This design comes from an exercise in tuning for small area and a short achievable clock period on the open sky130 flow, not from production work.
Only the layout flow was run in this run; the RTL was not checked for function there.

--- flow/run.sh ---
#!/bin/bash
# synth_recipe.tcl (not shown) runs the flow's synth.tcl, then flattens the netlist and writes it again
# the make line also repeats each setting of config.mk as NAME=value (left out here)
make -C /OpenROAD-flow-scripts/flow DESIGN_CONFIG=/design/flow/config.mk WORK_HOME=/design/flow/orfs CLKGATE_MAP_FILE= SYNTH_SCRIPT=/design/flow/synth_recipe.tcl finish
--- flow/design.v ---
module dot_product_unit (
  input  logic         clk,
  input  logic [263:0] u,
  input  logic [5:0]   nzc,
  output logic [13:0]  d
);
  logic s1;
  logic c2;
  logic s3;
  logic c4;
  logic s5;
  logic c6;
  logic s7;
  logic c8;
  logic s9;
  logic c10;
  logic s11;
  logic c12;
  logic s13;
  logic c14;
  logic s15;
  logic c16;
  logic s17;
  logic c18;
  logic s19;
  logic c20;
  logic s21;
  logic c22;
  logic s23;
  logic c24;
  logic s25;
  logic c26;
  logic s27;
  logic c28;
  logic s29;
  logic c30;
  logic s31;
  logic c32;
  logic s33;
  logic c34;
  logic s35;
  logic c36;
  logic s37;
  logic c38;
  logic s39;
  logic c40;
  logic s41;
  logic c42;
  logic s43;
  logic c44;
  logic s45;
  logic c46;
  logic s47;
  logic c48;
  logic s49;
  logic c50;
  logic s51;
  logic c52;
  logic s53;
  logic c54;
  logic s55;
  logic c56;
  logic s57;
  logic c58;
  logic s59;
  logic c60;
  logic s61;
  logic c62;
  logic s63;
  logic c64;
  logic s65;
  logic c66;
  logic s67;
  logic c68;
  logic s69;
  logic c70;
  logic s71;
  logic c72;
  logic s73;
  logic c74;
  logic s75;
  logic c76;
  logic s77;
  logic c78;
  logic s79;
  logic c80;
  logic s81;
  logic c82;
  logic s83;
  logic c84;
  logic s85;
  logic c86;
  logic s87;
  logic c88;
  logic s89;
  logic c90;
  logic s91;
  logic c92;
  logic s93;
  logic c94;
  logic s95;
  logic c96;
  logic s97;
  logic c98;
  logic s99;
  logic c100;
  logic s101;
  logic c102;
  logic s103;
  logic c104;
  logic s105;
  logic c106;
  logic s107;
  logic c108;
  logic s109;
  logic c110;
  logic s111;
  logic c112;
  logic s113;
  logic c114;
  logic s115;
  logic c116;
  logic s117;
  logic c118;
  logic s119;
  logic c120;
  logic s121;
  logic c122;
  logic s123;
  logic c124;
  logic s125;
  logic c126;
  logic s127;
  logic c128;
  logic s129;
  logic c130;
  logic s131;
  logic c132;
  logic s133;
  logic c134;
  logic s135;
  logic c136;
  logic s137;
  logic c138;
  logic s139;
  logic c140;
  logic s141;
  logic c142;
  logic s143;
  logic c144;
  logic s145;
  logic c146;
  logic s147;
  logic c148;
  logic s149;
  logic c150;
  logic s151;
  logic c152;
  logic s153;
  logic c154;
  logic s155;
  logic c156;
  logic s157;
  logic c158;
  logic s159;
  logic c160;
  logic s161;
  logic c162;
  logic s163;
  logic c164;
  logic s165;
  logic c166;
  logic s167;
  logic c168;
  logic s169;
  logic c170;
  logic s171;
  logic c172;
  logic s173;
  logic c174;
  logic s175;
  logic c176;
  logic s177;
  logic c178;
  logic s179;
  logic c180;
  logic s181;
  logic c182;
  logic s183;
  logic c184;
  logic s185;
  logic c186;
  logic s187;
  logic c188;
  logic s189;
  logic c190;
  logic s191;
  logic c192;
  logic s193;
  logic c194;
  logic s195;
  logic c196;
  logic s197;
  logic c198;
  logic s199;
  logic c200;
  logic s201;
  logic c202;
  logic s203;
  logic c204;
  logic s205;
  logic c206;
  logic s207;
  logic c208;
  logic s209;
  logic c210;
  logic s211;
  logic c212;
  logic s213;
  logic c214;
  logic s215;
  logic c216;
  logic s217;
  logic c218;
  logic s219;
  logic c220;
  logic s221;
  logic c222;
  logic s223;
  logic c224;
  logic s225;
  logic c226;
  logic s227;
  logic c228;
  logic s229;
  logic c230;
  logic s231;
  logic c232;
  logic s233;
  logic c234;
  logic s235;
  logic c236;
  logic s237;
  logic c238;
  logic s239;
  logic c240;
  logic s241;
  logic c242;
  logic s243;
  logic c244;
  logic s245;
  logic c246;
  logic s247;
  logic c248;
  logic s249;
  logic c250;
  logic s251;
  logic c252;
  logic s253;
  logic c254;
  logic s255;
  logic c256;
  logic s257;
  logic c258;
  logic s259;
  logic c260;
  logic s261;
  logic c262;
  logic s263;
  logic c264;
  logic s265;
  logic c266;
  logic s267;
  logic c268;
  logic s269;
  logic c270;
  logic s271;
  logic c272;
  logic s273;
  logic c274;
  logic s275;
  logic c276;
  logic s277;
  logic c278;
  logic s279;
  logic c280;
  logic s281;
  logic c282;
  logic s283;
  logic c284;
  logic s285;
  logic c286;
  logic s287;
  logic c288;
  logic s289;
  logic c290;
  logic s291;
  logic c292;
  logic s293;
  logic c294;
  logic s295;
  logic c296;
  logic s297;
  logic c298;
  logic s299;
  logic c300;
  logic s301;
  logic c302;
  logic s303;
  logic c304;
  logic s305;
  logic c306;
  logic s307;
  logic c308;
  logic s309;
  logic c310;
  logic s311;
  logic c312;
  logic s313;
  logic c314;
  logic s315;
  logic c316;
  logic s317;
  logic c318;
  logic s319;
  logic c320;
  logic s321;
  logic c322;
  logic s323;
  logic c324;
  logic s325;
  logic c326;
  logic s327;
  logic c328;
  logic s329;
  logic c330;
  logic s331;
  logic c332;
  logic s333;
  logic c334;
  logic s335;
  logic c336;
  logic s337;
  logic c338;
  logic s339;
  logic c340;
  logic s341;
  logic c342;
  logic s343;
  logic c344;
  logic s345;
  logic c346;
  logic s347;
  logic c348;
  logic s349;
  logic c350;
  logic s351;
  logic c352;
  logic s353;
  logic c354;
  logic s355;
  logic c356;
  logic s357;
  logic c358;
  logic s359;
  logic c360;
  logic s361;
  logic c362;
  logic s363;
  logic c364;
  logic s365;
  logic c366;
  logic s367;
  logic c368;
  logic s369;
  logic c370;
  logic s371;
  logic c372;
  logic s373;
  logic c374;
  logic s375;
  logic c376;
  logic s377;
  logic c378;
  logic s379;
  logic c380;
  logic s381;
  logic c382;
  logic s383;
  logic c384;
  logic s385;
  logic c386;
  logic s387;
  logic c388;
  logic s389;
  logic c390;
  logic s391;
  logic c392;
  logic s393;
  logic c394;
  logic s395;
  logic c396;
  logic s397;
  logic c398;
  logic s399;
  logic c400;
  logic s401;
  logic c402;
  logic s403;
  logic c404;
  logic s405;
  logic c406;
  logic s407;
  logic c408;
  logic s409;
  logic c410;
  logic s411;
  logic c412;
  logic s413;
  logic c414;
  logic s415;
  logic c416;
  logic s417;
  logic c418;
  logic s419;
  logic c420;
  logic s421;
  logic c422;
  logic s423;
  logic c424;
  logic s425;
  logic c426;
  logic s427;
  logic c428;
  logic s429;
  logic c430;
  logic s431;
  logic c432;
  logic s433;
  logic c434;
  logic s435;
  logic c436;
  logic s437;
  logic c438;
  logic s439;
  logic c440;
  logic s441;
  logic c442;
  logic s443;
  logic c444;
  logic s445;
  logic c446;
  logic s447;
  logic c448;
  logic s449;
  logic c450;
  logic s451;
  logic c452;
  logic s453;
  logic c454;
  logic s455;
  logic c456;
  logic s457;
  logic c458;
  logic s459;
  logic c460;
  logic s461;
  logic c462;
  logic s463;
  logic c464;
  logic s465;
  logic c466;
  logic s467;
  logic c468;
  logic s469;
  logic c470;
  logic s471;
  logic c472;
  logic s473;
  logic c474;
  logic s475;
  logic c476;
  logic s477;
  logic c478;
  logic s479;
  logic c480;
  logic s481;
  logic c482;
  logic s483;
  logic c484;
  logic s485;
  logic c486;
  logic s487;
  logic c488;
  logic s489;
  logic c490;
  logic s491;
  logic c492;
  logic s493;
  logic c494;
  logic s495;
  logic c496;
  logic s497;
  logic c498;
  logic s499;
  logic c500;
  logic s501;
  logic c502;
  logic s503;
  logic c504;
  logic s505;
  logic c506;
  logic s507;
  logic c508;
  logic s509;
  logic c510;
  logic s511;
  logic c512;
  logic s513;
  logic c514;
  logic s515;
  logic c516;
  logic s517;
  logic c518;
  logic s519;
  logic c520;
  logic s521;
  logic c522;
  logic s523;
  logic c524;
  logic s525;
  logic c526;
  logic s527;
  logic c528;
  logic s529;
  logic c530;
  logic s531;
  logic c532;
  logic p0_0;
  logic p0_1;
  logic p0_2;
  logic p0_3;
  logic p0_4;
  logic p0_5;
  logic p0_6;
  logic p0_7;
  logic p0_8;
  logic p1_0;
  logic p1_1;
  logic p1_2;
  logic p1_3;
  logic p1_4;
  logic p1_5;
  logic p1_6;
  logic p1_7;
  logic p1_8;
  logic p2_0;
  logic p2_1;
  logic p2_2;
  logic p2_3;
  logic p2_4;
  logic p2_5;
  logic p2_6;
  logic p2_7;
  logic p2_8;
  logic p3_0;
  logic p3_1;
  logic p3_2;
  logic p3_3;
  logic p3_4;
  logic p3_5;
  logic p3_6;
  logic p3_7;
  logic p3_8;
  logic p4_0;
  logic p4_1;
  logic p4_2;
  logic p4_3;
  logic p4_4;
  logic p4_5;
  logic p4_6;
  logic p4_7;
  logic p4_8;
  logic p5_0;
  logic p5_1;
  logic p5_2;
  logic p5_3;
  logic p5_4;
  logic p5_5;
  logic p5_6;
  logic p5_7;
  logic p5_8;
  logic p6_0;
  logic p6_1;
  logic p6_2;
  logic p6_3;
  logic p6_4;
  logic p6_5;
  logic p6_6;
  logic p6_7;
  logic p6_8;
  logic p7_0;
  logic p7_1;
  logic p7_2;
  logic p7_3;
  logic p7_4;
  logic p7_5;
  logic p7_6;
  logic p7_7;
  logic p8_0;
  logic p8_1;
  logic p8_2;
  logic p8_3;
  logic p8_4;
  logic p8_5;
  logic p8_6;
  logic p8_7;
  logic p9_0;
  logic p9_1;
  logic p9_2;
  logic p9_3;
  logic p9_4;
  logic p9_5;
  logic p9_6;
  logic p9_7;
  logic p10_0;
  assign s1 = u[0] ^ u[8] ^ u[16];
  assign c2 = (u[0] & u[8]) | (u[0] & u[16]) | (u[8] & u[16]);
  assign s3 = u[24] ^ u[32] ^ u[40];
  assign c4 = (u[24] & u[32]) | (u[24] & u[40]) | (u[32] & u[40]);
  assign s5 = u[48] ^ u[56] ^ u[64];
  assign c6 = (u[48] & u[56]) | (u[48] & u[64]) | (u[56] & u[64]);
  assign s7 = u[1] ^ u[9] ^ u[17];
  assign c8 = (u[1] & u[9]) | (u[1] & u[17]) | (u[9] & u[17]);
  assign s9 = u[25] ^ u[33] ^ u[41];
  assign c10 = (u[25] & u[33]) | (u[25] & u[41]) | (u[33] & u[41]);
  assign s11 = u[49] ^ u[57] ^ u[65];
  assign c12 = (u[49] & u[57]) | (u[49] & u[65]) | (u[57] & u[65]);
  assign s13 = u[73] ^ u[81] ^ u[89];
  assign c14 = (u[73] & u[81]) | (u[73] & u[89]) | (u[81] & u[89]);
  assign s15 = u[97] ^ u[105];
  assign c16 = u[97] & u[105];
  assign s17 = u[2] ^ u[10] ^ u[18];
  assign c18 = (u[2] & u[10]) | (u[2] & u[18]) | (u[10] & u[18]);
  assign s19 = u[26] ^ u[34] ^ u[42];
  assign c20 = (u[26] & u[34]) | (u[26] & u[42]) | (u[34] & u[42]);
  assign s21 = u[50] ^ u[58] ^ u[66];
  assign c22 = (u[50] & u[58]) | (u[50] & u[66]) | (u[58] & u[66]);
  assign s23 = u[74] ^ u[82] ^ u[90];
  assign c24 = (u[74] & u[82]) | (u[74] & u[90]) | (u[82] & u[90]);
  assign s25 = u[98] ^ u[106] ^ u[114];
  assign c26 = (u[98] & u[106]) | (u[98] & u[114]) | (u[106] & u[114]);
  assign s27 = u[122] ^ u[130];
  assign c28 = u[122] & u[130];
  assign s29 = u[3] ^ u[11] ^ u[19];
  assign c30 = (u[3] & u[11]) | (u[3] & u[19]) | (u[11] & u[19]);
  assign s31 = u[27] ^ u[35] ^ u[43];
  assign c32 = (u[27] & u[35]) | (u[27] & u[43]) | (u[35] & u[43]);
  assign s33 = u[51] ^ u[59] ^ u[67];
  assign c34 = (u[51] & u[59]) | (u[51] & u[67]) | (u[59] & u[67]);
  assign s35 = u[75] ^ u[83] ^ u[91];
  assign c36 = (u[75] & u[83]) | (u[75] & u[91]) | (u[83] & u[91]);
  assign s37 = u[99] ^ u[107] ^ u[115];
  assign c38 = (u[99] & u[107]) | (u[99] & u[115]) | (u[107] & u[115]);
  assign s39 = u[123] ^ u[131] ^ u[139];
  assign c40 = (u[123] & u[131]) | (u[123] & u[139]) | (u[131] & u[139]);
  assign s41 = u[4] ^ u[12] ^ u[20];
  assign c42 = (u[4] & u[12]) | (u[4] & u[20]) | (u[12] & u[20]);
  assign s43 = u[28] ^ u[36] ^ u[44];
  assign c44 = (u[28] & u[36]) | (u[28] & u[44]) | (u[36] & u[44]);
  assign s45 = u[52] ^ u[60] ^ u[68];
  assign c46 = (u[52] & u[60]) | (u[52] & u[68]) | (u[60] & u[68]);
  assign s47 = u[76] ^ u[84] ^ u[92];
  assign c48 = (u[76] & u[84]) | (u[76] & u[92]) | (u[84] & u[92]);
  assign s49 = u[100] ^ u[108] ^ u[116];
  assign c50 = (u[100] & u[108]) | (u[100] & u[116]) | (u[108] & u[116]);
  assign s51 = u[124] ^ u[132] ^ u[140];
  assign c52 = (u[124] & u[132]) | (u[124] & u[140]) | (u[132] & u[140]);
  assign s53 = u[5] ^ u[13] ^ u[21];
  assign c54 = (u[5] & u[13]) | (u[5] & u[21]) | (u[13] & u[21]);
  assign s55 = u[29] ^ u[37] ^ u[45];
  assign c56 = (u[29] & u[37]) | (u[29] & u[45]) | (u[37] & u[45]);
  assign s57 = u[53] ^ u[61] ^ u[69];
  assign c58 = (u[53] & u[61]) | (u[53] & u[69]) | (u[61] & u[69]);
  assign s59 = u[77] ^ u[85] ^ u[93];
  assign c60 = (u[77] & u[85]) | (u[77] & u[93]) | (u[85] & u[93]);
  assign s61 = u[101] ^ u[109] ^ u[117];
  assign c62 = (u[101] & u[109]) | (u[101] & u[117]) | (u[109] & u[117]);
  assign s63 = u[125] ^ u[133] ^ u[141];
  assign c64 = (u[125] & u[133]) | (u[125] & u[141]) | (u[133] & u[141]);
  assign s65 = u[6] ^ u[14] ^ u[22];
  assign c66 = (u[6] & u[14]) | (u[6] & u[22]) | (u[14] & u[22]);
  assign s67 = u[30] ^ u[38] ^ u[46];
  assign c68 = (u[30] & u[38]) | (u[30] & u[46]) | (u[38] & u[46]);
  assign s69 = u[54] ^ u[62] ^ u[70];
  assign c70 = (u[54] & u[62]) | (u[54] & u[70]) | (u[62] & u[70]);
  assign s71 = u[78] ^ u[86] ^ u[94];
  assign c72 = (u[78] & u[86]) | (u[78] & u[94]) | (u[86] & u[94]);
  assign s73 = u[102] ^ u[110] ^ u[118];
  assign c74 = (u[102] & u[110]) | (u[102] & u[118]) | (u[110] & u[118]);
  assign s75 = u[126] ^ u[134];
  assign c76 = u[126] & u[134];
  assign s77 = u[7] ^ u[15] ^ u[23];
  assign c78 = (u[7] & u[15]) | (u[7] & u[23]) | (u[15] & u[23]);
  assign s79 = u[31] ^ u[39] ^ u[47];
  assign c80 = (u[31] & u[39]) | (u[31] & u[47]) | (u[39] & u[47]);
  assign s81 = u[55] ^ u[63] ^ u[71];
  assign c82 = (u[55] & u[63]) | (u[55] & u[71]) | (u[63] & u[71]);
  assign s83 = u[79] ^ u[87] ^ u[95];
  assign c84 = (u[79] & u[87]) | (u[79] & u[95]) | (u[87] & u[95]);
  assign s85 = u[103] ^ u[111] ^ u[119];
  assign c86 = (u[103] & u[111]) | (u[103] & u[119]) | (u[111] & u[119]);
  assign s87 = u[127] ^ u[135] ^ u[143];
  assign c88 = (u[127] & u[135]) | (u[127] & u[143]) | (u[135] & u[143]);
  assign s89 = s1 ^ s3 ^ s5;
  assign c90 = (s1 & s3) | (s1 & s5) | (s3 & s5);
  assign s91 = u[72] ^ u[80] ^ u[88];
  assign c92 = (u[72] & u[80]) | (u[72] & u[88]) | (u[80] & u[88]);
  assign s93 = u[96] ^ u[104] ^ u[112];
  assign c94 = (u[96] & u[104]) | (u[96] & u[112]) | (u[104] & u[112]);
  assign s95 = u[120] ^ u[128] ^ u[136];
  assign c96 = (u[120] & u[128]) | (u[120] & u[136]) | (u[128] & u[136]);
  assign s97 = u[144] ^ u[152];
  assign c98 = u[144] & u[152];
  assign s99 = c2 ^ c4 ^ c6;
  assign c100 = (c2 & c4) | (c2 & c6) | (c4 & c6);
  assign s101 = s7 ^ s9 ^ s11;
  assign c102 = (s7 & s9) | (s7 & s11) | (s9 & s11);
  assign s103 = s13 ^ s15 ^ u[113];
  assign c104 = (s13 & s15) | (s13 & u[113]) | (s15 & u[113]);
  assign s105 = u[121] ^ u[129] ^ u[137];
  assign c106 = (u[121] & u[129]) | (u[121] & u[137]) | (u[129] & u[137]);
  assign s107 = u[145] ^ u[153] ^ u[161];
  assign c108 = (u[145] & u[153]) | (u[145] & u[161]) | (u[153] & u[161]);
  assign s109 = u[169] ^ u[177] ^ u[185];
  assign c110 = (u[169] & u[177]) | (u[169] & u[185]) | (u[177] & u[185]);
  assign s111 = u[193] ^ u[201] ^ u[209];
  assign c112 = (u[193] & u[201]) | (u[193] & u[209]) | (u[201] & u[209]);
  assign s113 = c8 ^ c10 ^ c12;
  assign c114 = (c8 & c10) | (c8 & c12) | (c10 & c12);
  assign s115 = c14 ^ c16 ^ s17;
  assign c116 = (c14 & c16) | (c14 & s17) | (c16 & s17);
  assign s117 = s19 ^ s21 ^ s23;
  assign c118 = (s19 & s21) | (s19 & s23) | (s21 & s23);
  assign s119 = s25 ^ s27 ^ u[138];
  assign c120 = (s25 & s27) | (s25 & u[138]) | (s27 & u[138]);
  assign s121 = u[146] ^ u[154] ^ u[162];
  assign c122 = (u[146] & u[154]) | (u[146] & u[162]) | (u[154] & u[162]);
  assign s123 = u[170] ^ u[178] ^ u[186];
  assign c124 = (u[170] & u[178]) | (u[170] & u[186]) | (u[178] & u[186]);
  assign s125 = u[194] ^ u[202] ^ u[210];
  assign c126 = (u[194] & u[202]) | (u[194] & u[210]) | (u[202] & u[210]);
  assign s127 = u[218] ^ u[226] ^ u[234];
  assign c128 = (u[218] & u[226]) | (u[218] & u[234]) | (u[226] & u[234]);
  assign s129 = c18 ^ c20 ^ c22;
  assign c130 = (c18 & c20) | (c18 & c22) | (c20 & c22);
  assign s131 = c24 ^ c26 ^ c28;
  assign c132 = (c24 & c26) | (c24 & c28) | (c26 & c28);
  assign s133 = s29 ^ s31 ^ s33;
  assign c134 = (s29 & s31) | (s29 & s33) | (s31 & s33);
  assign s135 = s35 ^ s37 ^ s39;
  assign c136 = (s35 & s37) | (s35 & s39) | (s37 & s39);
  assign s137 = u[147] ^ u[155] ^ u[163];
  assign c138 = (u[147] & u[155]) | (u[147] & u[163]) | (u[155] & u[163]);
  assign s139 = u[171] ^ u[179] ^ u[187];
  assign c140 = (u[171] & u[179]) | (u[171] & u[187]) | (u[179] & u[187]);
  assign s141 = u[195] ^ u[203] ^ u[211];
  assign c142 = (u[195] & u[203]) | (u[195] & u[211]) | (u[203] & u[211]);
  assign s143 = u[219] ^ u[227] ^ u[235];
  assign c144 = (u[219] & u[227]) | (u[219] & u[235]) | (u[227] & u[235]);
  assign s145 = u[243] ^ u[251];
  assign c146 = u[243] & u[251];
  assign s147 = c30 ^ c32 ^ c34;
  assign c148 = (c30 & c32) | (c30 & c34) | (c32 & c34);
  assign s149 = c36 ^ c38 ^ c40;
  assign c150 = (c36 & c38) | (c36 & c40) | (c38 & c40);
  assign s151 = s41 ^ s43 ^ s45;
  assign c152 = (s41 & s43) | (s41 & s45) | (s43 & s45);
  assign s153 = s47 ^ s49 ^ s51;
  assign c154 = (s47 & s49) | (s47 & s51) | (s49 & s51);
  assign s155 = u[148] ^ u[156] ^ u[164];
  assign c156 = (u[148] & u[156]) | (u[148] & u[164]) | (u[156] & u[164]);
  assign s157 = u[172] ^ u[180] ^ u[188];
  assign c158 = (u[172] & u[180]) | (u[172] & u[188]) | (u[180] & u[188]);
  assign s159 = u[196] ^ u[204] ^ u[212];
  assign c160 = (u[196] & u[204]) | (u[196] & u[212]) | (u[204] & u[212]);
  assign s161 = u[220] ^ u[228] ^ u[236];
  assign c162 = (u[220] & u[228]) | (u[220] & u[236]) | (u[228] & u[236]);
  assign s163 = u[244] ^ u[252] ^ u[260];
  assign c164 = (u[244] & u[252]) | (u[244] & u[260]) | (u[252] & u[260]);
  assign s165 = c42 ^ c44 ^ c46;
  assign c166 = (c42 & c44) | (c42 & c46) | (c44 & c46);
  assign s167 = c48 ^ c50 ^ c52;
  assign c168 = (c48 & c50) | (c48 & c52) | (c50 & c52);
  assign s169 = s53 ^ s55 ^ s57;
  assign c170 = (s53 & s55) | (s53 & s57) | (s55 & s57);
  assign s171 = s59 ^ s61 ^ s63;
  assign c172 = (s59 & s61) | (s59 & s63) | (s61 & s63);
  assign s173 = u[149] ^ u[157] ^ u[165];
  assign c174 = (u[149] & u[157]) | (u[149] & u[165]) | (u[157] & u[165]);
  assign s175 = u[173] ^ u[181] ^ u[189];
  assign c176 = (u[173] & u[181]) | (u[173] & u[189]) | (u[181] & u[189]);
  assign s177 = u[197] ^ u[205] ^ u[213];
  assign c178 = (u[197] & u[205]) | (u[197] & u[213]) | (u[205] & u[213]);
  assign s179 = u[221] ^ u[229] ^ u[237];
  assign c180 = (u[221] & u[229]) | (u[221] & u[237]) | (u[229] & u[237]);
  assign s181 = u[245] ^ u[253] ^ u[261];
  assign c182 = (u[245] & u[253]) | (u[245] & u[261]) | (u[253] & u[261]);
  assign s183 = c54 ^ c56 ^ c58;
  assign c184 = (c54 & c56) | (c54 & c58) | (c56 & c58);
  assign s185 = c60 ^ c62 ^ c64;
  assign c186 = (c60 & c62) | (c60 & c64) | (c62 & c64);
  assign s187 = s65 ^ s67 ^ s69;
  assign c188 = (s65 & s67) | (s65 & s69) | (s67 & s69);
  assign s189 = s71 ^ s73 ^ s75;
  assign c190 = (s71 & s73) | (s71 & s75) | (s73 & s75);
  assign s191 = u[142] ^ u[150] ^ u[158];
  assign c192 = (u[142] & u[150]) | (u[142] & u[158]) | (u[150] & u[158]);
  assign s193 = u[166] ^ u[174] ^ u[182];
  assign c194 = (u[166] & u[174]) | (u[166] & u[182]) | (u[174] & u[182]);
  assign s195 = u[190] ^ u[198] ^ u[206];
  assign c196 = (u[190] & u[198]) | (u[190] & u[206]) | (u[198] & u[206]);
  assign s197 = u[214] ^ u[222] ^ u[230];
  assign c198 = (u[214] & u[222]) | (u[214] & u[230]) | (u[222] & u[230]);
  assign s199 = u[238] ^ u[246] ^ u[254];
  assign c200 = (u[238] & u[246]) | (u[238] & u[254]) | (u[246] & u[254]);
  assign s201 = c66 ^ c68 ^ c70;
  assign c202 = (c66 & c68) | (c66 & c70) | (c68 & c70);
  assign s203 = c72 ^ c74 ^ c76;
  assign c204 = (c72 & c74) | (c72 & c76) | (c74 & c76);
  assign s205 = s77 ^ s79 ^ s81;
  assign c206 = (s77 & s79) | (s77 & s81) | (s79 & s81);
  assign s207 = s83 ^ s85 ^ s87;
  assign c208 = (s83 & s85) | (s83 & s87) | (s85 & s87);
  assign s209 = u[151] ^ u[159] ^ u[167];
  assign c210 = (u[151] & u[159]) | (u[151] & u[167]) | (u[159] & u[167]);
  assign s211 = u[175] ^ u[183] ^ u[191];
  assign c212 = (u[175] & u[183]) | (u[175] & u[191]) | (u[183] & u[191]);
  assign s213 = u[199] ^ u[207] ^ u[215];
  assign c214 = (u[199] & u[207]) | (u[199] & u[215]) | (u[207] & u[215]);
  assign s215 = u[223] ^ u[231] ^ u[239];
  assign c216 = (u[223] & u[231]) | (u[223] & u[239]) | (u[231] & u[239]);
  assign s217 = u[247] ^ u[255] ^ u[263];
  assign c218 = (u[247] & u[255]) | (u[247] & u[263]) | (u[255] & u[263]);
  assign s219 = s89 ^ s91 ^ s93;
  assign c220 = (s89 & s91) | (s89 & s93) | (s91 & s93);
  assign s221 = s95 ^ s97 ^ u[160];
  assign c222 = (s95 & s97) | (s95 & u[160]) | (s97 & u[160]);
  assign s223 = u[168] ^ u[176] ^ u[184];
  assign c224 = (u[168] & u[176]) | (u[168] & u[184]) | (u[176] & u[184]);
  assign s225 = c90 ^ c92 ^ c94;
  assign c226 = (c90 & c92) | (c90 & c94) | (c92 & c94);
  assign s227 = c96 ^ c98 ^ s99;
  assign c228 = (c96 & c98) | (c96 & s99) | (c98 & s99);
  assign s229 = s101 ^ s103 ^ s105;
  assign c230 = (s101 & s103) | (s101 & s105) | (s103 & s105);
  assign s231 = s107 ^ s109 ^ s111;
  assign c232 = (s107 & s109) | (s107 & s111) | (s109 & s111);
  assign s233 = u[217] ^ u[225];
  assign c234 = u[217] & u[225];
  assign s235 = c100 ^ c102 ^ c104;
  assign c236 = (c100 & c102) | (c100 & c104) | (c102 & c104);
  assign s237 = c106 ^ c108 ^ c110;
  assign c238 = (c106 & c108) | (c106 & c110) | (c108 & c110);
  assign s239 = c112 ^ s113 ^ s115;
  assign c240 = (c112 & s113) | (c112 & s115) | (s113 & s115);
  assign s241 = s117 ^ s119 ^ s121;
  assign c242 = (s117 & s119) | (s117 & s121) | (s119 & s121);
  assign s243 = s123 ^ s125 ^ s127;
  assign c244 = (s123 & s125) | (s123 & s127) | (s125 & s127);
  assign s245 = u[242] ^ u[250];
  assign c246 = u[242] & u[250];
  assign s247 = c114 ^ c116 ^ c118;
  assign c248 = (c114 & c116) | (c114 & c118) | (c116 & c118);
  assign s249 = c120 ^ c122 ^ c124;
  assign c250 = (c120 & c122) | (c120 & c124) | (c122 & c124);
  assign s251 = c126 ^ c128 ^ s129;
  assign c252 = (c126 & c128) | (c126 & s129) | (c128 & s129);
  assign s253 = s131 ^ s133 ^ s135;
  assign c254 = (s131 & s133) | (s131 & s135) | (s133 & s135);
  assign s255 = s137 ^ s139 ^ s141;
  assign c256 = (s137 & s139) | (s137 & s141) | (s139 & s141);
  assign s257 = s143 ^ s145 ^ u[259];
  assign c258 = (s143 & s145) | (s143 & u[259]) | (s145 & u[259]);
  assign s259 = c130 ^ c132 ^ c134;
  assign c260 = (c130 & c132) | (c130 & c134) | (c132 & c134);
  assign s261 = c136 ^ c138 ^ c140;
  assign c262 = (c136 & c138) | (c136 & c140) | (c138 & c140);
  assign s263 = c142 ^ c144 ^ c146;
  assign c264 = (c142 & c144) | (c142 & c146) | (c144 & c146);
  assign s265 = s147 ^ s149 ^ s151;
  assign c266 = (s147 & s149) | (s147 & s151) | (s149 & s151);
  assign s267 = s153 ^ s155 ^ s157;
  assign c268 = (s153 & s155) | (s153 & s157) | (s155 & s157);
  assign s269 = s159 ^ s161 ^ s163;
  assign c270 = (s159 & s161) | (s159 & s163) | (s161 & s163);
  assign s271 = c148 ^ c150 ^ c152;
  assign c272 = (c148 & c150) | (c148 & c152) | (c150 & c152);
  assign s273 = c154 ^ c156 ^ c158;
  assign c274 = (c154 & c156) | (c154 & c158) | (c156 & c158);
  assign s275 = c160 ^ c162 ^ c164;
  assign c276 = (c160 & c162) | (c160 & c164) | (c162 & c164);
  assign s277 = s165 ^ s167 ^ s169;
  assign c278 = (s165 & s167) | (s165 & s169) | (s167 & s169);
  assign s279 = s171 ^ s173 ^ s175;
  assign c280 = (s171 & s173) | (s171 & s175) | (s173 & s175);
  assign s281 = s177 ^ s179 ^ s181;
  assign c282 = (s177 & s179) | (s177 & s181) | (s179 & s181);
  assign s283 = c166 ^ c168 ^ c170;
  assign c284 = (c166 & c168) | (c166 & c170) | (c168 & c170);
  assign s285 = c172 ^ c174 ^ c176;
  assign c286 = (c172 & c174) | (c172 & c176) | (c174 & c176);
  assign s287 = c178 ^ c180 ^ c182;
  assign c288 = (c178 & c180) | (c178 & c182) | (c180 & c182);
  assign s289 = s183 ^ s185 ^ s187;
  assign c290 = (s183 & s185) | (s183 & s187) | (s185 & s187);
  assign s291 = s189 ^ s191 ^ s193;
  assign c292 = (s189 & s191) | (s189 & s193) | (s191 & s193);
  assign s293 = s195 ^ s197 ^ s199;
  assign c294 = (s195 & s197) | (s195 & s199) | (s197 & s199);
  assign s295 = c184 ^ c186 ^ c188;
  assign c296 = (c184 & c186) | (c184 & c188) | (c186 & c188);
  assign s297 = c190 ^ c192 ^ c194;
  assign c298 = (c190 & c192) | (c190 & c194) | (c192 & c194);
  assign s299 = c196 ^ c198 ^ c200;
  assign c300 = (c196 & c198) | (c196 & c200) | (c198 & c200);
  assign s301 = s201 ^ s203 ^ s205;
  assign c302 = (s201 & s203) | (s201 & s205) | (s203 & s205);
  assign s303 = s207 ^ s209 ^ s211;
  assign c304 = (s207 & s209) | (s207 & s211) | (s209 & s211);
  assign s305 = s213 ^ s215 ^ s217;
  assign c306 = (s213 & s215) | (s213 & s217) | (s215 & s217);
  assign s307 = c202 ^ c204 ^ c206;
  assign c308 = (c202 & c204) | (c202 & c206) | (c204 & c206);
  assign s309 = c208 ^ c210 ^ c212;
  assign c310 = (c208 & c210) | (c208 & c212) | (c210 & c212);
  assign s311 = c214 ^ c216 ^ c218;
  assign c312 = (c214 & c216) | (c214 & c218) | (c216 & c218);
  assign s313 = c78 ^ c80 ^ c82;
  assign c314 = (c78 & c80) | (c78 & c82) | (c80 & c82);
  assign s315 = c84 ^ c86;
  assign c316 = c84 & c86;
  assign s317 = s219 ^ s221 ^ s223;
  assign c318 = (s219 & s221) | (s219 & s223) | (s221 & s223);
  assign s319 = u[192] ^ u[200] ^ u[208];
  assign c320 = (u[192] & u[200]) | (u[192] & u[208]) | (u[200] & u[208]);
  assign s321 = c220 ^ c222 ^ c224;
  assign c322 = (c220 & c222) | (c220 & c224) | (c222 & c224);
  assign s323 = s225 ^ s227 ^ s229;
  assign c324 = (s225 & s227) | (s225 & s229) | (s227 & s229);
  assign s325 = s231 ^ s233 ^ u[233];
  assign c326 = (s231 & s233) | (s231 & u[233]) | (s233 & u[233]);
  assign s327 = c226 ^ c228 ^ c230;
  assign c328 = (c226 & c228) | (c226 & c230) | (c228 & c230);
  assign s329 = c232 ^ c234 ^ s235;
  assign c330 = (c232 & c234) | (c232 & s235) | (c234 & s235);
  assign s331 = s237 ^ s239 ^ s241;
  assign c332 = (s237 & s239) | (s237 & s241) | (s239 & s241);
  assign s333 = s243 ^ s245;
  assign c334 = s243 & s245;
  assign s335 = c236 ^ c238 ^ c240;
  assign c336 = (c236 & c238) | (c236 & c240) | (c238 & c240);
  assign s337 = c242 ^ c244 ^ c246;
  assign c338 = (c242 & c244) | (c242 & c246) | (c244 & c246);
  assign s339 = s247 ^ s249 ^ s251;
  assign c340 = (s247 & s249) | (s247 & s251) | (s249 & s251);
  assign s341 = s253 ^ s255 ^ s257;
  assign c342 = (s253 & s255) | (s253 & s257) | (s255 & s257);
  assign s343 = c248 ^ c250 ^ c252;
  assign c344 = (c248 & c250) | (c248 & c252) | (c250 & c252);
  assign s345 = c254 ^ c256 ^ c258;
  assign c346 = (c254 & c256) | (c254 & c258) | (c256 & c258);
  assign s347 = s259 ^ s261 ^ s263;
  assign c348 = (s259 & s261) | (s259 & s263) | (s261 & s263);
  assign s349 = s265 ^ s267 ^ s269;
  assign c350 = (s265 & s267) | (s265 & s269) | (s267 & s269);
  assign s351 = c260 ^ c262 ^ c264;
  assign c352 = (c260 & c262) | (c260 & c264) | (c262 & c264);
  assign s353 = c266 ^ c268 ^ c270;
  assign c354 = (c266 & c268) | (c266 & c270) | (c268 & c270);
  assign s355 = s271 ^ s273 ^ s275;
  assign c356 = (s271 & s273) | (s271 & s275) | (s273 & s275);
  assign s357 = s277 ^ s279 ^ s281;
  assign c358 = (s277 & s279) | (s277 & s281) | (s279 & s281);
  assign s359 = c272 ^ c274 ^ c276;
  assign c360 = (c272 & c274) | (c272 & c276) | (c274 & c276);
  assign s361 = c278 ^ c280 ^ c282;
  assign c362 = (c278 & c280) | (c278 & c282) | (c280 & c282);
  assign s363 = s283 ^ s285 ^ s287;
  assign c364 = (s283 & s285) | (s283 & s287) | (s285 & s287);
  assign s365 = s289 ^ s291 ^ s293;
  assign c366 = (s289 & s291) | (s289 & s293) | (s291 & s293);
  assign s367 = c284 ^ c286 ^ c288;
  assign c368 = (c284 & c286) | (c284 & c288) | (c286 & c288);
  assign s369 = c290 ^ c292 ^ c294;
  assign c370 = (c290 & c292) | (c290 & c294) | (c292 & c294);
  assign s371 = s295 ^ s297 ^ s299;
  assign c372 = (s295 & s297) | (s295 & s299) | (s297 & s299);
  assign s373 = s301 ^ s303 ^ s305;
  assign c374 = (s301 & s303) | (s301 & s305) | (s303 & s305);
  assign s375 = c296 ^ c298 ^ c300;
  assign c376 = (c296 & c298) | (c296 & c300) | (c298 & c300);
  assign s377 = c302 ^ c304 ^ c306;
  assign c378 = (c302 & c304) | (c302 & c306) | (c304 & c306);
  assign s379 = s307 ^ s309 ^ s311;
  assign c380 = (s307 & s309) | (s307 & s311) | (s309 & s311);
  assign s381 = s313 ^ s315 ^ c88;
  assign c382 = (s313 & s315) | (s313 & c88) | (s315 & c88);
  assign s383 = c308 ^ c310;
  assign c384 = c308 & c310;
  always_ff @(posedge clk) begin
    p0_0 <= s317;
    p0_1 <= s319;
    p0_2 <= u[216];
    p0_3 <= u[224];
    p0_4 <= u[232];
    p0_5 <= u[240];
    p0_6 <= u[248];
    p0_7 <= u[256];
    p0_8 <= nzc[0];
    p1_0 <= c318;
    p1_1 <= c320;
    p1_2 <= s321;
    p1_3 <= s323;
    p1_4 <= s325;
    p1_5 <= u[241];
    p1_6 <= u[249];
    p1_7 <= u[257];
    p1_8 <= nzc[1];
    p2_0 <= c322;
    p2_1 <= c324;
    p2_2 <= c326;
    p2_3 <= s327;
    p2_4 <= s329;
    p2_5 <= s331;
    p2_6 <= s333;
    p2_7 <= u[258];
    p2_8 <= nzc[2];
    p3_0 <= c328;
    p3_1 <= c330;
    p3_2 <= c332;
    p3_3 <= c334;
    p3_4 <= s335;
    p3_5 <= s337;
    p3_6 <= s339;
    p3_7 <= s341;
    p3_8 <= nzc[3];
    p4_0 <= c336;
    p4_1 <= c338;
    p4_2 <= c340;
    p4_3 <= c342;
    p4_4 <= s343;
    p4_5 <= s345;
    p4_6 <= s347;
    p4_7 <= s349;
    p4_8 <= nzc[4];
    p5_0 <= c344;
    p5_1 <= c346;
    p5_2 <= c348;
    p5_3 <= c350;
    p5_4 <= s351;
    p5_5 <= s353;
    p5_6 <= s355;
    p5_7 <= s357;
    p5_8 <= nzc[5];
    p6_0 <= c352;
    p6_1 <= c354;
    p6_2 <= c356;
    p6_3 <= c358;
    p6_4 <= s359;
    p6_5 <= s361;
    p6_6 <= s363;
    p6_7 <= s365;
    p6_8 <= u[262];
    p7_0 <= c360;
    p7_1 <= c362;
    p7_2 <= c364;
    p7_3 <= c366;
    p7_4 <= s367;
    p7_5 <= s369;
    p7_6 <= s371;
    p7_7 <= s373;
    p8_0 <= c368;
    p8_1 <= c370;
    p8_2 <= c372;
    p8_3 <= c374;
    p8_4 <= s375;
    p8_5 <= s377;
    p8_6 <= s379;
    p8_7 <= s381;
    p9_0 <= c376;
    p9_1 <= c378;
    p9_2 <= c380;
    p9_3 <= c382;
    p9_4 <= s383;
    p9_5 <= c312;
    p9_6 <= c314;
    p9_7 <= c316;
    p10_0 <= c384;
  end
  assign s385 = p0_0 ^ p0_1 ^ p0_2;
  assign c386 = (p0_0 & p0_1) | (p0_0 & p0_2) | (p0_1 & p0_2);
  assign s387 = p0_3 ^ p0_4;
  assign c388 = p0_3 & p0_4;
  assign s389 = p1_0 ^ p1_1 ^ p1_2;
  assign c390 = (p1_0 & p1_1) | (p1_0 & p1_2) | (p1_1 & p1_2);
  assign s391 = p1_3 ^ p1_4 ^ p1_5;
  assign c392 = (p1_3 & p1_4) | (p1_3 & p1_5) | (p1_4 & p1_5);
  assign s393 = p1_6 ^ p1_7;
  assign c394 = p1_6 & p1_7;
  assign s395 = p2_0 ^ p2_1 ^ p2_2;
  assign c396 = (p2_0 & p2_1) | (p2_0 & p2_2) | (p2_1 & p2_2);
  assign s397 = p2_3 ^ p2_4 ^ p2_5;
  assign c398 = (p2_3 & p2_4) | (p2_3 & p2_5) | (p2_4 & p2_5);
  assign s399 = p2_6 ^ p2_7 ^ p2_8;
  assign c400 = (p2_6 & p2_7) | (p2_6 & p2_8) | (p2_7 & p2_8);
  assign s401 = p3_0 ^ p3_1 ^ p3_2;
  assign c402 = (p3_0 & p3_1) | (p3_0 & p3_2) | (p3_1 & p3_2);
  assign s403 = p3_3 ^ p3_4 ^ p3_5;
  assign c404 = (p3_3 & p3_4) | (p3_3 & p3_5) | (p3_4 & p3_5);
  assign s405 = p3_6 ^ p3_7 ^ p3_8;
  assign c406 = (p3_6 & p3_7) | (p3_6 & p3_8) | (p3_7 & p3_8);
  assign s407 = p4_0 ^ p4_1 ^ p4_2;
  assign c408 = (p4_0 & p4_1) | (p4_0 & p4_2) | (p4_1 & p4_2);
  assign s409 = p4_3 ^ p4_4 ^ p4_5;
  assign c410 = (p4_3 & p4_4) | (p4_3 & p4_5) | (p4_4 & p4_5);
  assign s411 = p4_6 ^ p4_7 ^ p4_8;
  assign c412 = (p4_6 & p4_7) | (p4_6 & p4_8) | (p4_7 & p4_8);
  assign s413 = p5_0 ^ p5_1 ^ p5_2;
  assign c414 = (p5_0 & p5_1) | (p5_0 & p5_2) | (p5_1 & p5_2);
  assign s415 = p5_3 ^ p5_4 ^ p5_5;
  assign c416 = (p5_3 & p5_4) | (p5_3 & p5_5) | (p5_4 & p5_5);
  assign s417 = p5_6 ^ p5_7 ^ p5_8;
  assign c418 = (p5_6 & p5_7) | (p5_6 & p5_8) | (p5_7 & p5_8);
  assign s419 = p6_0 ^ p6_1 ^ p6_2;
  assign c420 = (p6_0 & p6_1) | (p6_0 & p6_2) | (p6_1 & p6_2);
  assign s421 = p6_3 ^ p6_4 ^ p6_5;
  assign c422 = (p6_3 & p6_4) | (p6_3 & p6_5) | (p6_4 & p6_5);
  assign s423 = p6_6 ^ p6_7 ^ p6_8;
  assign c424 = (p6_6 & p6_7) | (p6_6 & p6_8) | (p6_7 & p6_8);
  assign s425 = p7_0 ^ p7_1 ^ p7_2;
  assign c426 = (p7_0 & p7_1) | (p7_0 & p7_2) | (p7_1 & p7_2);
  assign s427 = p7_3 ^ p7_4 ^ p7_5;
  assign c428 = (p7_3 & p7_4) | (p7_3 & p7_5) | (p7_4 & p7_5);
  assign s429 = p7_6 ^ p7_7 ^ 1'b1;
  assign c430 = (p7_6 & p7_7) | (p7_6 & 1'b1) | (p7_7 & 1'b1);
  assign s431 = p8_0 ^ p8_1 ^ p8_2;
  assign c432 = (p8_0 & p8_1) | (p8_0 & p8_2) | (p8_1 & p8_2);
  assign s433 = p8_3 ^ p8_4 ^ p8_5;
  assign c434 = (p8_3 & p8_4) | (p8_3 & p8_5) | (p8_4 & p8_5);
  assign s435 = p8_6 ^ p8_7 ^ 1'b1;
  assign c436 = (p8_6 & p8_7) | (p8_6 & 1'b1) | (p8_7 & 1'b1);
  assign s437 = p9_0 ^ p9_1 ^ p9_2;
  assign c438 = (p9_0 & p9_1) | (p9_0 & p9_2) | (p9_1 & p9_2);
  assign s439 = p9_3 ^ p9_4 ^ p9_5;
  assign c440 = (p9_3 & p9_4) | (p9_3 & p9_5) | (p9_4 & p9_5);
  assign s441 = p9_6 ^ p9_7 ^ 1'b1;
  assign c442 = (p9_6 & p9_7) | (p9_6 & 1'b1) | (p9_7 & 1'b1);
  assign s443 = s385 ^ s387 ^ p0_5;
  assign c444 = (s385 & s387) | (s385 & p0_5) | (s387 & p0_5);
  assign s445 = c386 ^ c388 ^ s389;
  assign c446 = (c386 & c388) | (c386 & s389) | (c388 & s389);
  assign s447 = s391 ^ s393;
  assign c448 = s391 & s393;
  assign s449 = c390 ^ c392 ^ c394;
  assign c450 = (c390 & c392) | (c390 & c394) | (c392 & c394);
  assign s451 = s395 ^ s397 ^ s399;
  assign c452 = (s395 & s397) | (s395 & s399) | (s397 & s399);
  assign s453 = c396 ^ c398 ^ c400;
  assign c454 = (c396 & c398) | (c396 & c400) | (c398 & c400);
  assign s455 = s401 ^ s403 ^ s405;
  assign c456 = (s401 & s403) | (s401 & s405) | (s403 & s405);
  assign s457 = c402 ^ c404 ^ c406;
  assign c458 = (c402 & c404) | (c402 & c406) | (c404 & c406);
  assign s459 = s407 ^ s409 ^ s411;
  assign c460 = (s407 & s409) | (s407 & s411) | (s409 & s411);
  assign s461 = c408 ^ c410 ^ c412;
  assign c462 = (c408 & c410) | (c408 & c412) | (c410 & c412);
  assign s463 = s413 ^ s415 ^ s417;
  assign c464 = (s413 & s415) | (s413 & s417) | (s415 & s417);
  assign s465 = c414 ^ c416 ^ c418;
  assign c466 = (c414 & c416) | (c414 & c418) | (c416 & c418);
  assign s467 = s419 ^ s421 ^ s423;
  assign c468 = (s419 & s421) | (s419 & s423) | (s421 & s423);
  assign s469 = c420 ^ c422 ^ c424;
  assign c470 = (c420 & c422) | (c420 & c424) | (c422 & c424);
  assign s471 = s425 ^ s427 ^ s429;
  assign c472 = (s425 & s427) | (s425 & s429) | (s427 & s429);
  assign s473 = c426 ^ c428 ^ c430;
  assign c474 = (c426 & c428) | (c426 & c430) | (c428 & c430);
  assign s475 = s431 ^ s433 ^ s435;
  assign c476 = (s431 & s433) | (s431 & s435) | (s433 & s435);
  assign s477 = c432 ^ c434 ^ c436;
  assign c478 = (c432 & c434) | (c432 & c436) | (c434 & c436);
  assign s479 = s437 ^ s439 ^ s441;
  assign c480 = (s437 & s439) | (s437 & s441) | (s439 & s441);
  assign s481 = c438 ^ c440 ^ c442;
  assign c482 = (c438 & c440) | (c438 & c442) | (c440 & c442);
  assign s483 = p10_0 ^ 1'b1;
  assign c484 = p10_0 & 1'b1;
  assign s485 = s443 ^ p0_6;
  assign c486 = s443 & p0_6;
  assign s487 = c444 ^ s445 ^ s447;
  assign c488 = (c444 & s445) | (c444 & s447) | (s445 & s447);
  assign s489 = c446 ^ c448 ^ s449;
  assign c490 = (c446 & c448) | (c446 & s449) | (c448 & s449);
  assign s491 = c450 ^ c452 ^ s453;
  assign c492 = (c450 & c452) | (c450 & s453) | (c452 & s453);
  assign s493 = c454 ^ c456 ^ s457;
  assign c494 = (c454 & c456) | (c454 & s457) | (c456 & s457);
  assign s495 = c458 ^ c460 ^ s461;
  assign c496 = (c458 & c460) | (c458 & s461) | (c460 & s461);
  assign s497 = c462 ^ c464 ^ s465;
  assign c498 = (c462 & c464) | (c462 & s465) | (c464 & s465);
  assign s499 = c466 ^ c468 ^ s469;
  assign c500 = (c466 & c468) | (c466 & s469) | (c468 & s469);
  assign s501 = c470 ^ c472 ^ s473;
  assign c502 = (c470 & c472) | (c470 & s473) | (c472 & s473);
  assign s503 = c474 ^ c476 ^ s477;
  assign c504 = (c474 & c476) | (c474 & s477) | (c476 & s477);
  assign s505 = c478 ^ c480 ^ s481;
  assign c506 = (c478 & c480) | (c478 & s481) | (c480 & s481);
  assign s507 = c482 ^ c484;
  assign c508 = c482 & c484;
  assign s509 = s485 ^ p0_7;
  assign c510 = s485 & p0_7;
  assign s511 = c486 ^ s487 ^ p1_8;
  assign c512 = (c486 & s487) | (c486 & p1_8) | (s487 & p1_8);
  assign s513 = c488 ^ s489 ^ s451;
  assign c514 = (c488 & s489) | (c488 & s451) | (s489 & s451);
  assign s515 = c490 ^ s491 ^ s455;
  assign c516 = (c490 & s491) | (c490 & s455) | (s491 & s455);
  assign s517 = c492 ^ s493 ^ s459;
  assign c518 = (c492 & s493) | (c492 & s459) | (s493 & s459);
  assign s519 = c494 ^ s495 ^ s463;
  assign c520 = (c494 & s495) | (c494 & s463) | (s495 & s463);
  assign s521 = c496 ^ s497 ^ s467;
  assign c522 = (c496 & s497) | (c496 & s467) | (s497 & s467);
  assign s523 = c498 ^ s499 ^ s471;
  assign c524 = (c498 & s499) | (c498 & s471) | (s499 & s471);
  assign s525 = c500 ^ s501 ^ s475;
  assign c526 = (c500 & s501) | (c500 & s475) | (s501 & s475);
  assign s527 = c502 ^ s503 ^ s479;
  assign c528 = (c502 & s503) | (c502 & s479) | (s503 & s479);
  assign s529 = c504 ^ s505 ^ s483;
  assign c530 = (c504 & s505) | (c504 & s483) | (s505 & s483);
  assign s531 = c506 ^ s507 ^ 1'b1;
  assign c532 = (c506 & s507) | (c506 & 1'b1) | (s507 & 1'b1);
  logic [13:0] opa, opb;
  assign opa = {1'b1, c532, c530, c528, c526, c524, c522, c520, c518, c516, c514, c512, c510, s509};
  assign opb = {1'b0, c508, s531, s529, s527, s525, s523, s521, s519, s517, s515, s513, s511, p0_8};
  assign d = opa + opb;
endmodule
module perceptron_bp (
  input  logic        clk,
  input  logic        rst,
  input  logic [31:0] pc,
  input  logic        predict_en,
  output logic        prediction,
  output logic        prediction_valid,
  output logic [15:0] confidence,
  input  logic        train_en,
  input  logic [31:0] train_pc,
  input  logic        actual_taken,
  input  logic        history_update_en,
  input  logic        branch_taken,
  output logic [15:0] prediction_count,
  output logic [15:0] misprediction_count
);
  localparam int N = 8;
  localparam int ROW = 264;
  logic [2:0] pidx, tidx;
  assign pidx = pc[4:2] ^ pc[12:10] ^ pc[20:18];
  assign tidx = train_pc[4:2] ^ train_pc[12:10] ^ train_pc[20:18];
  logic [13:0] conf;             
  logic        mispredicted, small_conf, should_train;
  assign mispredicted = conf[13] ^ ~actual_taken;    
  assign small_conf   = conf[13] ? (&conf[12:4] & (|conf[3:0])) : ~(|conf[12:4]);
  assign should_train = train_en & (mispredicted | small_conf);
  logic [N-1:0]   v;             
  logic [N-1:0]   wsel;          
  logic [N-1:0]   tsel;          
  logic [N-1:0]   psel;          
  logic           pv1, pv2, pvalid;
  logic           at_r;          
  logic           hu_r, hb_r;    
  logic [31:0]    hd;            
  logic [5:0]     nzc;           
  logic [N-1:0][ROW-1:0] w;      
  logic [15:0]    pcnt, mcnt;
  logic [N-1:0] v_next;
  assign v_next = v | wsel;
  always_ff @(posedge clk or posedge rst) begin
    if (rst) begin
      v      <= '0;
      wsel   <= '0;
      pv1    <= 1'b0;
      pv2    <= 1'b0;
      pvalid <= 1'b0;
      hu_r   <= 1'b0;
      hd     <= '0;
      nzc    <= 6'd32;
      pcnt   <= '0;
      mcnt   <= '0;
      conf   <= '0;
    end else begin
      v      <= v_next;
      for (int e = 0; e < N; e++) wsel[e] <= should_train & (tidx == e);
      pv1    <= predict_en;
      pv2    <= pv1;
      pvalid <= pv2;
      hu_r   <= history_update_en;
      if (hu_r) begin
        hd  <= {hd[30:0], hb_r};
        nzc <= nzc + {5'd0, ~hb_r} - {5'd0, ~hd[31]};
      end
      if (train_en) begin
        pcnt <= pcnt + 16'd1;
        if (mispredicted) mcnt <= mcnt + 16'd1;
      end
      if (pv2) conf <= dsum;
    end
  end
  always_ff @(posedge clk) begin
    for (int e = 0; e < N; e++) begin
      tsel[e] <= should_train & (tidx == e) & v_next[e];
      psel[e] <= (pidx == e) & v_next[e];
    end
    at_r <= actual_taken;
    hb_r <= branch_taken;
  end
  logic [ROW-1:0] trow, prow;
  always_comb begin
    trow = '0;
    prow = '0;
    for (int e = 0; e < N; e++) begin
      trow = trow | ({ROW{tsel[e]}} & w[e]);
      prow = prow | ({ROW{psel[e]}} & w[e]);
    end
  end
  function automatic logic [7:0] step(input logic [7:0] x, input logic up);
    if (up) step = (x == 8'h7f) ? x : x + 8'd1;
    else    step = (x == 8'h80) ? x : x - 8'd1;
  endfunction
  logic [ROW-1:0] nrow;
  always_comb begin
    for (int k = 0; k < 32; k++)
      nrow[k*8 +: 8] = step(trow[k*8 +: 8], at_r == hd[k]);
    nrow[256 +: 8] = step(trow[256 +: 8], at_r);
  end
  always_ff @(posedge clk) begin
    for (int e = 0; e < N; e++)
      if (wsel[e]) w[e] <= nrow;
  end
  logic [ROW-1:0] u;
  always_comb begin
    for (int k = 0; k < 32; k++)
      u[k*8 +: 8] = prow[k*8 +: 8] ^ {hd[k], {7{~hd[k]}}};
    u[256 +: 8] = prow[256 +: 8] ^ 8'h80;
  end
  logic [13:0] dsum;
  dot_product_unit dp (.clk(clk), .u(u), .nzc(nzc), .d(dsum));
  assign confidence          = {{2{conf[13]}}, conf};
  assign prediction          = ~conf[13];
  assign prediction_valid    = pvalid;
  assign prediction_count    = pcnt;
  assign misprediction_count = mcnt;
endmodule
--- flow/constraint.sdc ---
create_clock -name core_clock -period 7.0 [get_ports {clk}]
set_input_delay 1.4000 -clock core_clock [delete_from_list [all_inputs] [get_ports {clk}]]
set_output_delay 1.4000 -clock core_clock [all_outputs]
set_load 0.01 [all_outputs]
--- flow/config.mk ---
export PLATFORM = sky130hd
export DESIGN_NAME = perceptron_bp
export DESIGN_NICKNAME = perceptron_bp
export VERILOG_FILES = /design/flow/design.v
export SDC_FILE = /design/flow/constraint.sdc
export NUM_CORES = 4
export LEC_CHECK = 0
export ABC_CLOCK_PERIOD_IN_PS = 3000
export CAP_MARGIN = 20
export CORE_MARGIN = 2
export CORE_UTILIZATION = 40
export SETUP_SLACK_MARGIN = 3.8
export SLEW_MARGIN = 20
==> run summary <==
critical path: stages (launching register included):
cell     delay, ns
dfxtp_4       0.40
buf_12        0.16
buf_12        0.14
buf_16        0.16
a22oi_2       0.19
nand4_1       0.45
xnor2_1       0.40
fa_2          0.49
fa_2          0.64
fa_2          0.57
fa_2          0.56
Yosys cell counts (38+ instances only):
cell / instances
dfrtp_1: 103
nor3_2: 38
buf_1: 55
o21ai_0: 96
buf_6: 85
a22oi_1: 2075
a21oi_1: 178
mux2i_1: 51
xor2_1: 243
o31ai_1: 48
fa_1: 247
nor2_1: 244
dfxtp_1: 106
nand4_1: 527
inv_1: 407
nand4_2: 46
a31oi_1: 57
clkbuf_1: 254
xnor2_1: 315
nand3_1: 178
and4_1: 105
nand2_1: 182
nor3_1: 83
buf_2: 127
mux2_2: 48
edfxtp_1: 2112
ha_1: 140
metal layers:
metal / up-vias / share of wire [%]
met4: 10 / 6.0
met2: 7060 / 44
met1: 45500 / 37
met5: - / 0.017
li1: 36400 / -
met3: 1398 / 13
sequential cells by signal, indices dropped and copies added (netlist names), 6 cells and up:
signal and cells:
w 2112, hd 32, mcnt 16, pcnt 16
conf 14, psel 8, tsel 8, v 8
wsel 8, nzc 6
kinds of logic (layout without fill, tap and decap cells):
family | count (synthesis) | count (layout) | synth area share (%)
AOI/OAI and AO/OA | 2790 | 2790 | 17.7
xor gates and xnor gates | 558 | 558 | 4.21
adders and majority gates | 387 | 387 | 5.78
buffers and inverters | 961 | 1644 | 3.91
DFF | 2322 | 2322 | 58.8
muxes | 99 | 99 | 0.906
other | 0 | 3 | 0
and+or+nand+nor | 1647 | 1648 | 8.72
metrics by stage:
step                      hold slack [ns]  util [%]  setup slack [ns]
after floorplan                     0.331         -              2.94
after global placement              0.345      42.0              2.30
after detailed placement            0.338      42.0              2.29
after CTS                           0.351      47.7              2.85
after global routing                0.371      49.2              2.75
final                               0.351      49.2              2.78
cell type report:
type	count	area, um^2
diodes	3	7.51
clock buffers	354	7420
clock inverters	127	1370
fillers	24000	147000
inverters	409	1570
multi-input cells	5482	48000
flip-flops and latches	2322	68300
well taps	3781	4730
repair buffers	754	10300
worst min path at each step:
| stage | start | end | slack (ns) | depth (start not counted) |
|---|---|---|---|---|
| floorplan | pv1 | pv2 | 0.33 | 0 |
| global placement | pv1 | pv2 | 0.34 | 0 |
| detailed placement | pv1 | pv2 | 0.34 | 0 |
| CTS | pv1 | pv2 | 0.35 | 0 |
| global route | pv1 | pv2 | 0.37 | 0 |
| finish | pv1 | pv2 | 0.35 | 0 |
what timing repair did:
item	4_1_cts	5_1_grt
endpoints found under the setup margin	2230	2009
gates resized for setup	735	401
endpoints found under the hold margin	0	0
cloned	63	27
hold buffers	0	0
buffers inserted	228	211
pin swaps	238	266
==> results by group <==
Route
  • Via count: 90,400
  • Wire length per cell: roughly 34 um
  • Initial DRT Pass Iterations: 9
  • Avg Vias per Cell: ~6.8
  • Iter 0 DRT Violations: 15,100
  • Final ANT Viol Nets: 0
  • Drt total wl: 450 mm
  • # DRC: 0

Floorplan
  • Num ports: 121
  • Chip height: between 500 and 600 um
  • Standard-cell rows: around 200
  • Die area: around 300,000 um^2
  • Core region area: 288,000 um^2
  • Starting Density: approximately two fifths
  • Chip width: between 500 and 600 um

Yosys
  • Synth Cell Area: between 100,000 and 150,000 um^2
  • Post-synthesis sequential area ratio: between 50% and 60%
  • Unique masters post-synth: 100
  • Number of synthesized flops with an enable pin: ~2,100
  • Primary FF master, synth: edfxtp_1
  • Synth Warn #: 2
  • Flops & latches, synth: 2,322
  • Synth async-reset ratio: around 4.5%
  • Synth area leader: edfxtp_1
  • Syn Nets: approximately 9,200
  • Share of the synthesized area in the top cell type: a little over half
  • Top post-synthesis cells by area: edfxtp_1 (55%), a22oi_1 (13%), fa_1 (4.3%)
  • Mapped Cells: 8,764
  • Syn avg cell area: between 10 and 15 um^2

Global route
  • Met2 GRT Util: 43.3%
  • Vias in the first global route: about 86,000
  • Total gr overflow: 0
  • All-Layer GR Usage: between 20 and 30%
  • Largest net degree at the start of global routing: about 110
  • Initial antenna violation count: 10
  • Met1 Usage GRT: a little under two fifths
  • Met3 usage: 6.53%
  • First-pass GRT wire length: 616 mm
  • Global routing's busiest layer: met2

Setup path
  • FF-to-FF Start: psel[2]
  • Worst r2r path cells: 10
  • Critical Path Source: psel[2]
  • Setup Crit Path Kind: reg -> reg
  • Worst Path Arrival: around 5 ns
  • CP endpoint: dp.p0_0
  • R2R Path End: dp.p0_0
  • Req. time, crit path: ~7.8 ns
  • Reg-to-reg slack, setup: between 2 and 3 ns
  • Crit end category: register
  • Startpoint Class: register
  • Max FO, Critical Path: 6

Layout
  • Nets@finish: 9,697
  • P&R area growth vs syn: 22.1%
  • Share of layout cells above drive strength 1: 22.4%
  • Commonest non-fill, non-tap cell in the layout: edfxtp_1
  • Final Non-Filler Cells: roughly 13,000
  • Highest-count cells in the layout ignoring fill and taps: edfxtp_1 (2,112), a22oi_1 (1,900), nand4_1 (528)
  • Design area: roughly 140,000 um^2

Clock network
  • H-tree levels: 5
  • CTS sink count: 2,322
  • Max Buffers Root-to-Sink: 4
  • TritonCTS clock tree: done
  • Root buffer cell: clkbuf_16
  • Total CTS buffers: between 200 and 300
  • Later-pin clock latency in the skew report: ~0.90 ns
  • Clock Pin Slew Worst Setup and Hold Paths: approximately 0.06 ns

STA
  • Slew Limit Headroom: between 10% and 20%
  • Setup TNS Final: 0 ns
  • Period utilization: roughly 60%
  • Setup violators final: 0
  • Max-slew violations: 0
  • Max Clock Skew: roughly 0.092 ns
  • Final min period: between 4 and 5 ns
  • Fmax: ~0.24 GHz
  • Final Hold Vio Count: 0
  • Worst Tran Pin Value: approximately 1.3 ns
  • RSZ-0062 raised after global routing: true

Placed design
  • Dpl cell area: 121,000 um^2
  • Post-Place Cells: ~12,000
  • Dpl hpwl: ~220 mm
  • Placer Congestion: slightly above 0.9
  • Port Buffers: 74

Worst hold path
  • Worst Hold Class: reg -> reg

Job
  • Max Cap Viol: 0

Status
  • Status: no timing/DRC/antenna violations

afterwards: timing with drivers on the ports:
The flow's constraints put no driver on any port. The routed layout listed below was extracted and timed again, unchanged, in two steps. Step 1 sets driving cells, clkbuf_16 on the clock port and buf_2 on the other inputs (assumed; they add their load-dependent delay and slew). Step 2 moves the port delays by t, midway between the first and last clock arrival at a register: inputs arrive t later, outputs are due t later. That takes back most of the time a late clock gives input paths. Three values: ideal ports, drivers, drivers and shift; two values: the first two.
shift t [ns]: 0.962
slack for setup (ns): 2.783 / 2.783 / 2.783
clock arrival spread, ns: 0.092 / 0.093
pins driven straight from the clock port: 1
After both steps setup and hold are still met in this run. For this run, drivers alone change the setup slack by 0.000 ns; drivers and shift together by 0.000 ns.
